Context: an optimization exercise on an open-source flow, tuned for small area. The choices shown serve that exercise and are no tape-out recipe.
The RTL was checked by simulation tests, not by an equivalence proof against the original design.
Power figures rest on the tool's default switching activity, not on a simulated workload.

## flow/design.v (module list and top-level ports; edited modules follow where they fit)
// module pdp11: 1002 lines
// module execute: 1027 lines
// module eis_unit: 140 lines
// module add8: 6 lines
// module radd: 18 lines
// module ipl_below: 43 lines
module pdp11(clk, reset, initial_pc, halted, waited, trapped, soft_reset,
	     bus_addr, bus_data_out, bus_data_in,
	     bus_rd, bus_wr, bus_byte_op,
	     bus_arbitrate, bus_ack, bus_error,
	     bus_i_access, bus_d_access, bus_cpu_cm,
	     mmu_fetch_va, mmu_valid_incdec,
	     mmu_trap_odd, mmu_abort, mmu_trap, mmu_wr_inhibit, mmu_incdec,
	     bus_int, bus_int_ipl, bus_int_vector, interrupt_ack_ipl, 
	     pc, psw, psw_io_wr);
  // ...
==> flow/run.sh <==
#!/bin/bash
# synth_recipe.tcl (not shown) runs the flow's synth.tcl, then flattens the netlist and writes it again
# the make line also repeats each setting of config.mk as NAME=value (left out here)
make -C /OpenROAD-flow-scripts/flow DESIGN_CONFIG=/design/flow/config.mk WORK_HOME=/design/flow/orfs CLKGATE_MAP_FILE= SYNTH_SCRIPT=/design/flow/synth_recipe.tcl finish
==> flow/config.mk <==
export PLATFORM = sky130hd
export DESIGN_NAME = pdp11
export DESIGN_NICKNAME = pdp11
export VERILOG_FILES = /design/flow/design.v
export SDC_FILE = /design/flow/constraint.sdc
export NUM_CORES = 4
export LEC_CHECK = 0
export ABC_AREA = 1
export CAP_MARGIN = 35
export CORE_MARGIN = 2
export CORE_UTILIZATION = 40
export CTS_CLUSTER_DIAMETER = 120
export CTS_CLUSTER_SIZE = 20
export SLEW_MARGIN = 35
==> flow/constraint.sdc <==
create_clock -name core_clock -period 14.0 [get_ports {clk}]
set_input_delay 2.8000 -clock core_clock [delete_from_list [all_inputs] [get_ports {clk}]]
set_output_delay 2.8000 -clock core_clock [all_outputs]
set_load 0.01 [all_outputs]
==> reports/results.txt, run 1 <==
Status = timing/DRC/antenna clean
Vias per cell = 6.803
Initial DRC count = 8508
Tot Pwr = 12.69 mW
Crit-path max cell delay = 920 ps
Layout area overhead = 12.14%
Rel. slew slack = 27.40%
Reg clk slew, reported paths = 90 ps
Vias = 46576
Synth Cell Area = 37230 um2
Sequential-to-total area share from yosys stat = 26.29%
Share of the synthesized area in the top cell type = 16.78%
Hold path start = reg_incdec[10]
Met3 global-route usage = 20.51%
RePlAce Congestion = 1.118
Vias in the first global route = 41471
Hold_ws = 476.9 ps
CTS tree = yes
Final WS setup = 867.1 ps
Max stage delay cell, worst path = edfxtp_1
FILL cells = 9804
Ys flop type = edfxtp_1
Die width = 309.1 um
Reg2reg start = isn[7]
Drt first pass iters = 9
Clock Power Share = 7.5%
Global route hottest layer = met2
Mux contribution to synthesized area = 0.1613%
Post-CTS Resized = 0
Clock sink total = 385
Reg with most FFs = r6
Final-layout clock-cell area share = 2.260%
Ys Warns = 4
Multi-input logic portion of the cell area = 56.90%
CP endpoint = pc[0]
==> module eis_unit, before the edit <==
module eis_unit(clk, reset, op_div, op_shift, ready, done,
		multiplier, operand, dividend, shift,
		product, mul_n, mul_z, mul_c,
		quotient, remainder, div_overflow,
		shift_result, last_bit, sign_change16, sign_change32);
   input         clk;
   input 	 reset;
   input 	 op_div;		 
   input 	 op_shift;
   input 	 ready;
   output 	 done;
   input [15:0]  multiplier;		 
   input [15:0]  operand;		 
   input [31:0]  dividend;
   input [5:0] 	 shift;
   output [31:0] product;
   output 	 mul_n, mul_z, mul_c;
   output [15:0] quotient, remainder;
   output 	 div_overflow;
   output [31:0] shift_result;
   output 	 last_bit, sign_change16, sign_change32;
   reg [31:0] 	 acc;
   reg [5:0] 	 cnt;
   reg 		 last_bit, sign_change16, sign_change32;
   reg [1:0] 	 state;
   wire [1:0] 	 next_state;
   parameter 	 idle = 2'd0;
   parameter 	 running = 2'd1;
   parameter 	 last = 2'd2;
   assign 	 done = state == last;
   wire 	 up = ~shift[5];
   wire 	 div_op = op_div & ~op_shift;
   wire 	 final_bit = (op_shift & ~up) ? (cnt == 6'd63) : (cnt == 6'd1);
   always @(posedge clk)
     if (reset)
       state <= idle;
     else
       state <= next_state;
   assign next_state = (state == idle && ready) ?
		       ((op_shift && shift == 6'd0) ? last : running) :
		       (state == running) ? (final_bit ? last : running) :
		       (state == last) ? (ready ? last : idle) : idle;
   wire [15:0] mc;
   wire        mc_co;
   radd #(16) mc_abs(.a(operand ^ {16{operand[15]}}), .b(16'd0),
		     .ci(operand[15]), .s(mc), .co(mc_co));
   wire        mul_bit = acc[0] ^ (multiplier[15] & last_bit);
   wire [16:0] mul_sum;
   radd #(16) mul_add(.a(acc[31:16]),
		      .b((~op_shift & mul_bit) ? mc : 16'd0), .ci(1'b0),
		      .s(mul_sum[15:0]), .co(mul_sum[16]));
   wire [4:0]  idx = cnt[4:0] - 5'd1;
   reg 	       lower_nz;
   integer     k;
   always @(*)
     begin
	lower_nz = 1'b0;
	for (k = 0; k < 31; k = k + 1)
	  if (k < idx)
	    lower_nz = lower_nz | dividend[k];
     end
   wire        dividend_bit = dividend[idx] ^ (dividend[31] & lower_nz);
   wire [15:0] trial = {acc[30:16], dividend_bit};
   wire [15:0] diff;
   wire        diff_co;
   radd #(16) div_sub(.a(trial), .b(~mc), .ci(1'b1), .s(diff), .co(diff_co));
   wire        fits = diff_co;
   always @(posedge clk)
     if (state == idle)
       begin
	  sign_change16 <= 1'b0;
	  sign_change32 <= 1'b0;
	  last_bit <= div_op & dividend[31];
	  acc <= {(op_shift & op_div) ? dividend[31:16] :
		  (op_shift & multiplier[15]) ? 16'hffff : 16'd0,
		  (op_shift & op_div) ? dividend[15:0] :
		  div_op ? 16'd0 : multiplier};
	  cnt <= op_shift ? shift : div_op ? 6'd32 : 6'd16;
       end
     else
       if (state == running)
	 begin
	    if ((op_shift & ~up) | (~op_shift & ~div_op & ~cnt[4]))
	      acc <= {op_shift ? acc[31] : mul_sum[16], mul_sum[15:0], acc[15:1]};
	    if ((op_shift & up) | div_op)
	      acc <= {div_op ? (acc[31] | acc[15]) : acc[30],
		      div_op ? (fits ? diff[14:0] : trial[14:0]) : acc[29:15],
		      acc[14:0], div_op & fits};
	    cnt <= cnt + ((op_shift & ~up) ? 6'd1 : 6'h3f);
	    if (op_shift)
	      begin
		 last_bit <= up ? acc[31] : acc[0];
		 if (up & (acc[15] ^ acc[14]))
		   sign_change16 <= 1'b1;
		 if (up & (acc[31] ^ acc[30]))
		   sign_change32 <= 1'b1;
	      end
	    else if (~div_op & ~cnt[4])
	      last_bit <= last_bit | acc[0];
	 end
   assign shift_result = acc;
   reg 	       below, gt16;
   integer     b;
   always @(*)
     begin
	below = 1'b0;
	gt16 = 1'b0;
	for (b = 1; b < 32; b = b + 1)
	  begin
	     if (b > cnt[4:0] && b < cnt[4:0] + 16)
	       below = below | acc[b];
	     if (b > cnt[4:0] + 16)
	       gt16 = gt16 | acc[b];
	  end
     end
   wire        mul_neg = multiplier[15] ^ operand[15];
   wire        at15 = ~cnt[4] & acc[{1'b1, cnt[3:0]}];
   wire        ge = at15 | gt16;
   wire        gt = gt16 | (at15 & below);
   assign mul_z = ~(ge | below);
   assign mul_n = mul_neg & (ge | below);
   assign mul_c = mul_neg ? gt : ge;
   wire        div_neg = operand[15] ^ last_bit;
   wire [15:0] lo_in = op_div ? {1'b0, acc[30:16]} : acc[16:1];
   wire        lo_neg = op_div ? last_bit : mul_neg;
   wire [16:0] lo_out;
   radd #(16) lo_add(.a(lo_in ^ {16{lo_neg}}), .b(16'd0), .ci(lo_neg),
		     .s(lo_out[15:0]), .co(lo_out[16]));
   wire [15:0] hi_in = op_div ? acc[15:0] : {1'b0, acc[31:17]};
   wire        hi_neg = op_div ? div_neg : mul_neg;
   wire [15:0] hi_out;
   wire        hi_co;
   radd #(16) hi_add(.a(hi_in ^ {16{hi_neg}}), .b(16'd0),
		     .ci(op_div ? div_neg : (mul_neg & lo_in == 16'd0)),
		     .s(hi_out), .co(hi_co));
   assign product = {hi_out, lo_out[15:0]};
   assign quotient = hi_out;
   assign remainder = lo_out[15:0];
   assign div_overflow = acc[31] || (acc[15] && acc[14:0] != 15'd0);
endmodule
==> inputs of run 2 (changes only) <==
--- a/flow/design.v
+++ b/flow/design.v
@@ -2070,13 +2070,8 @@
 		       (state == running) ? (final_bit ? last : running) :
 		       (state == last) ? (ready ? last : idle) : idle;
-   wire [15:0] mc;
-   wire        mc_co;
-   radd #(16) mc_abs(.a(operand ^ {16{operand[15]}}), .b(16'd0),
-		     .ci(operand[15]), .s(mc), .co(mc_co));
    wire        mul_bit = acc[0] ^ (multiplier[15] & last_bit);
    wire [16:0] mul_sum;
-   radd #(16) mul_add(.a(acc[31:16]),
-		      .b((~op_shift & mul_bit) ? mc : 16'd0), .ci(1'b0),
-		      .s(mul_sum[15:0]), .co(mul_sum[16]));
+   wire [15:0] diff;
+   wire        diff_co;
    wire [4:0]  idx = cnt[4:0] - 5'd1;
    reg 	       lower_nz;
@@ -2091,7 +2086,15 @@
    wire        dividend_bit = dividend[idx] ^ (dividend[31] & lower_nz);
    wire [15:0] trial = {acc[30:16], dividend_bit};
-   wire [15:0] diff;
-   wire        diff_co;
-   radd #(16) div_sub(.a(trial), .b(~mc), .ci(1'b1), .s(diff), .co(diff_co));
+   wire        add_op = div_op | (~op_shift & mul_bit);
+   wire [15:0] op_x = operand ^ {16{div_op ^ operand[15]}};
+   wire [15:0] add_s;
+   wire        add_co;
+   radd #(16) eis_add(.a(div_op ? trial : acc[31:16]),
+		      .b(add_op ? op_x : 16'd0),
+		      .ci(add_op & (div_op ^ operand[15])),
+		      .s(add_s), .co(add_co));
+   assign mul_sum = {add_co, add_s};
+   assign diff = add_s;
+   assign diff_co = add_co;
    wire        fits = diff_co;
    always @(posedge clk)
==> run 2 against run 1 <==
- critical path type unchanged
- sequential power barely moved
- clock skew decreased by 10 ps
- non-clock buffer count is 41 higher
- final area decreased by 0.73%
- total power grew 8.0%
- area after synthesis fell by 0.86%
- still clean
- setup slack better by 86 ps
- first-iteration DRC count is 4.1% higher
==> reports/results.txt, run 2 <==
Static Leak = 16.39 nW (was 16.85 nW)
Worst Max-Slew Pin Slew = 1061 ps (was 1078 ps)
Most frequent cells in the layout = nand2_1 (1082), o21ai_0 (587), inv_1 (530) (was nand2_1 (1026), inv_1 (585), o21ai_0 (580))
FILL cells = 9644 (was 9804)
Vias = 46433 (was 46576)
All-layer global routing usage = 52.36% (was 51.22%)
Crit share post-route = 93.19% (was 93.81%)
Final setup vio count = 0 (unchanged)
Tot Pwr = 13.71 mW (was 12.69 mW)
Crit-path max cell delay = 700 ps (was 920 ps)
Ys async rst share = 0% (unchanged)
I/O Buffers = 156 (unchanged)
RSZ-0062 raised after global routing = no (unchanged)
Seq cells post-synth = 385 (unchanged)
Routed WL per cell = 37.76 um (was 36.96 um)
Fmax = 76.65 MHz (was 76.14 MHz)
Mux contribution to synthesized area = 0.2712% (was 0.1613%)
Setup crit end kind = register (unchanged)
CTS max path bufs = 3 (unchanged)
Reg with most FFs = r6 (unchanged)
Die Ht = 307.8 um (was 309.1 um)
Mean Syn Cell Area = 6.749 um2 (was 6.757 um2)
Largest net degree at the start of global routing = 118 (was 79)
Reg2reg start = isn[7] (unchanged)
Synth cell count leaders = nand2_1 (1084), o21ai_0 (596), nor2_1 (534), inv_1 (532), a21oi_1 (437) (was nand2_1 (1030), o21ai_0 (595), inv_1 (588), nor2_1 (525), a21oi_1 (508))
Initial antenna violation count = 22 (was 15)
Synth Cell Area = 36910 um2 (was 37230 um2)
XOR/XNOR Fraction of Synth Area = 1.685% (was 1.670%)
Max_cap viols = 0 (unchanged)
Max stage delay cell, worst path = edfxtp_1 (unchanged)
Die width = 307.8 um (was 309.1 um)
H-tree lvl count = 1 (unchanged)
PwrDens = 330.7 nW/um2 (was 303.9 nW/um2)
Core Util, Final = 45.28% (was 45.41%)
Proportion of layout cells with a drive suffix above 1 = 8.907% (was 7.937%)
Vias per cell = 6.843 (was 6.803)
Skew final = 27.99 ps (was 38.17 ps)
Count leader, synth = nand2_1 (unchanged)
# DRC = 0 (unchanged)
Post-synthesis simple-gate area fraction = 25.17% (was 23.84%)
Max FFs per register = 64 (unchanged)
I/O pins = 160 (unchanged)
Drt first pass iters = 10 (was 9)
Share of the synthesized area in the top cell type = 16.92% (was 16.78%)
Critical Path RT = 14540 ps (was 14410 ps)
RePlAce Congestion = 1.108 (was 1.118)
Layout area overhead = 12.28% (was 12.14%)
Vias in the first global route = 41920 (was 41471)
Root Driver = clkbuf_16 (unchanged)
Post-Synth Adder-Cell Area = 7.600% (was 8.906%)
WL final = 256.2 mm (was 253.0 mm)
Rel. slew slack = 29.28% (was 27.40%)
Critical Path Source = isn[7] (unchanged)
Worst ir drop on vdd = 240.7 uV (was 293.3 uV)
Yosys top cell by area = edfxtp_1 (unchanged)
Fin. max-slew vios = 0 (unchanged)
Final WS setup = 953.2 ps (was 867.1 ps)
Initial DRC count = 8853 (was 8508)
Core ar. = 91520 um2 (was 91940 um2)
CTS tree = yes (unchanged)
Dpl ws = 1508 ps (was 1553 ps)
Critical Path Most Common Cell = fa_1 (unchanged)
Post-layout min period = 13050 ps (was 13130 ps)
First-pass GRT wire length = 342.9 mm (was 339.1 mm)
Clk Latency, worst-skew pair = 680 ps (was 700 ps)
TritonCTS Buffers = 28 (unchanged)
Hold_ws = 472.0 ps (was 476.9 ps)
Status = timing/DRC/antenna clean (unchanged)
Reg clk slew, reported paths = 90 ps (about the same)
HPWL after DPL = 195.3 mm (about the same)
Largest family of logic cells by synthesized area = compound AO/OA/AOI/OAI gates (unchanged)
Site row count = 111 (unchanged)
Final TNS setup = 0 ps (unchanged)
HP Class = reg -> reg (unchanged)
Compound-cell area share of the yosys netlist = 28.33% (was 28.62%)
Effective utilization at floorplan = 40.33% (was 40.49%)
Post-CTS Setup Bufs = 0 (unchanged)
Total grt overflow = 0 (unchanged)
Sequential-to-total area share from yosys stat = 26.52% (was 26.29%)
Post-synth EDFFs = 208 (unchanged)
Clock sink total = 385 (unchanged)
Ys flop type = edfxtp_1 (unchanged)
Final nets = 5790 (was 5836)
CP Max Fanout = 19 (was 32)
Final hold vios = 0 (unchanged)
Setup CP Type = reg -> reg (unchanged)
Cts hold-fix bufs = 0 (unchanged)
Top Registers = r6 (64), exec.eis_box.acc (32) (unchanged)
Mapped Cells = 5469 (was 5510)
Hold path start = exec.eis_box.sign_change16 (was reg_incdec[10])
Die area = 94720 um2 (was 95530 um2)
CP arrival = 13580 ps (was 13540 ps)
Ys Warns = 4 (unchanged)
Post-synthesis cell type count = 81 (was 77)
Top cells by area, synth = edfxtp_1 (17%), nand2_1 (11%), dfxtp_1 (9.6%), o21ai_0 (8.1%), a21oi_1 (5.9%) (was edfxtp_1 (17%), nand2_1 (10%), dfxtp_1 (9.5%), o21ai_0 (8.0%), a21oi_1 (6.8%))
Post-CTS Resized = 0 (unchanged)
Commonest non-fill, non-tap cell in the layout = nand2_1 (unchanged)
CP Launch Type = register (unchanged)
Final ANT Viol Nets = 0 (unchanged)
-- run 2: final timing paths --
check / slack [ps] / endpoint / cells past startpoint
max reg2reg: 950 / pc[2] / 39
min: 470 / exec.eis_box.sign_change16 / 2
max: 950 / pc[2] / 39
min reg2reg: 470 / exec.eis_box.sign_change16 / 2
-- run 2: area by class of cell --
class | instances | area, um2 | share of cell area (%)
antenna | 19 | 47.55 | 0.1147
clock buffer | 37 | 755.7 | 1.824
clock inverter | 11 | 153.9 | 0.3713
inverter | 597 | 2248 | 5.425
multi-input combinational | 4145 | 23510 | 56.72
sequential | 385 | 9789 | 23.62
tap | 1186 | 1484 | 3.581
timing repair buffer | 405 | 3458 | 8.345
-- run 2: power breakdown --
part	total (mW)	switching (mW)	internal, mW	leakage (nW)
clock network	0.929	0.524	0.406	0.444
logic	10.8	7.96	2.87	12.4
registers	1.95	0.381	1.57	3.56
-- run 2: metal layers --
layer  up-vias  routed length (um)  GRT usage [%]
met5         -                 182              0
met1     21779               92870          65.49
met4        14               24640          40.57
met2      4351               98870          71.75
li1      19229                   -              -
met3      1060               39670          20.04
-- run 2: stage by stage --
stage          instance area (um2)  instances
2_1_floorplan                36910       5470
3_3_place_gp                 40330       6716
3_5_place_dp                 40460       6718
4_1_cts                      41370       6766
5_1_grt                      41400       6767
6_report                     41440       6785
-- run 2: critical path, delay by kind of cell, from the launching register on --
family          cells  cell delay [ps]
buf+inv             6              940
flops               1              700
fa+ha+maj          16             6220
compound gates      6             2030
simple gates       11             2980
-- run 2: cell families (layout without fill, tap and decap cells) --
| group | Yosys count | in the layout |
|---|---|---|
| xor gates and xnor gates | 71 | 71 |
| adders and majority gates | 172 | 172 |
| muxes | 10 | 10 |
| buffers and inverters | 940 | 1050 |
| AOI/OAI and AO/OA | 1734 | 1734 |
| DFF | 385 | 385 |
| and+or+nand+nor | 2156 | 2156 |
| other | 1 | 21 |

[port drivers added, routing unchanged]
In the flow no input, the clock included, has a driving cell. The finished layouts below were timed again as built, in two steps.
Step 1 sets driving cells, clkbuf_16 on the clock port and buf_2 on the other inputs (assumed; they add their load-dependent delay and slew).
Step 2 also shifts input and output timing later by t, the mid clock arrival at the registers, as if the neighbouring blocks saw the same clock.
a / b / c = ideal / step 1 / step 2; a / b = the first two.
| run | shift t [ns] | setup slack, ns | slew at the worst register clock pin (ns) | worst slew at a driven data input, ns |
|---|---|---|---|---|
| run 1 | 0.760 | 0.867 / 0.867 / 0.867 | 0.11 / 0.11 | 0.09 |
| run 2 | 0.741 | 0.953 / 0.953 / 0.953 | 0.10 / 0.10 | 0.07 |
After both steps setup and hold are still met in every run listed.
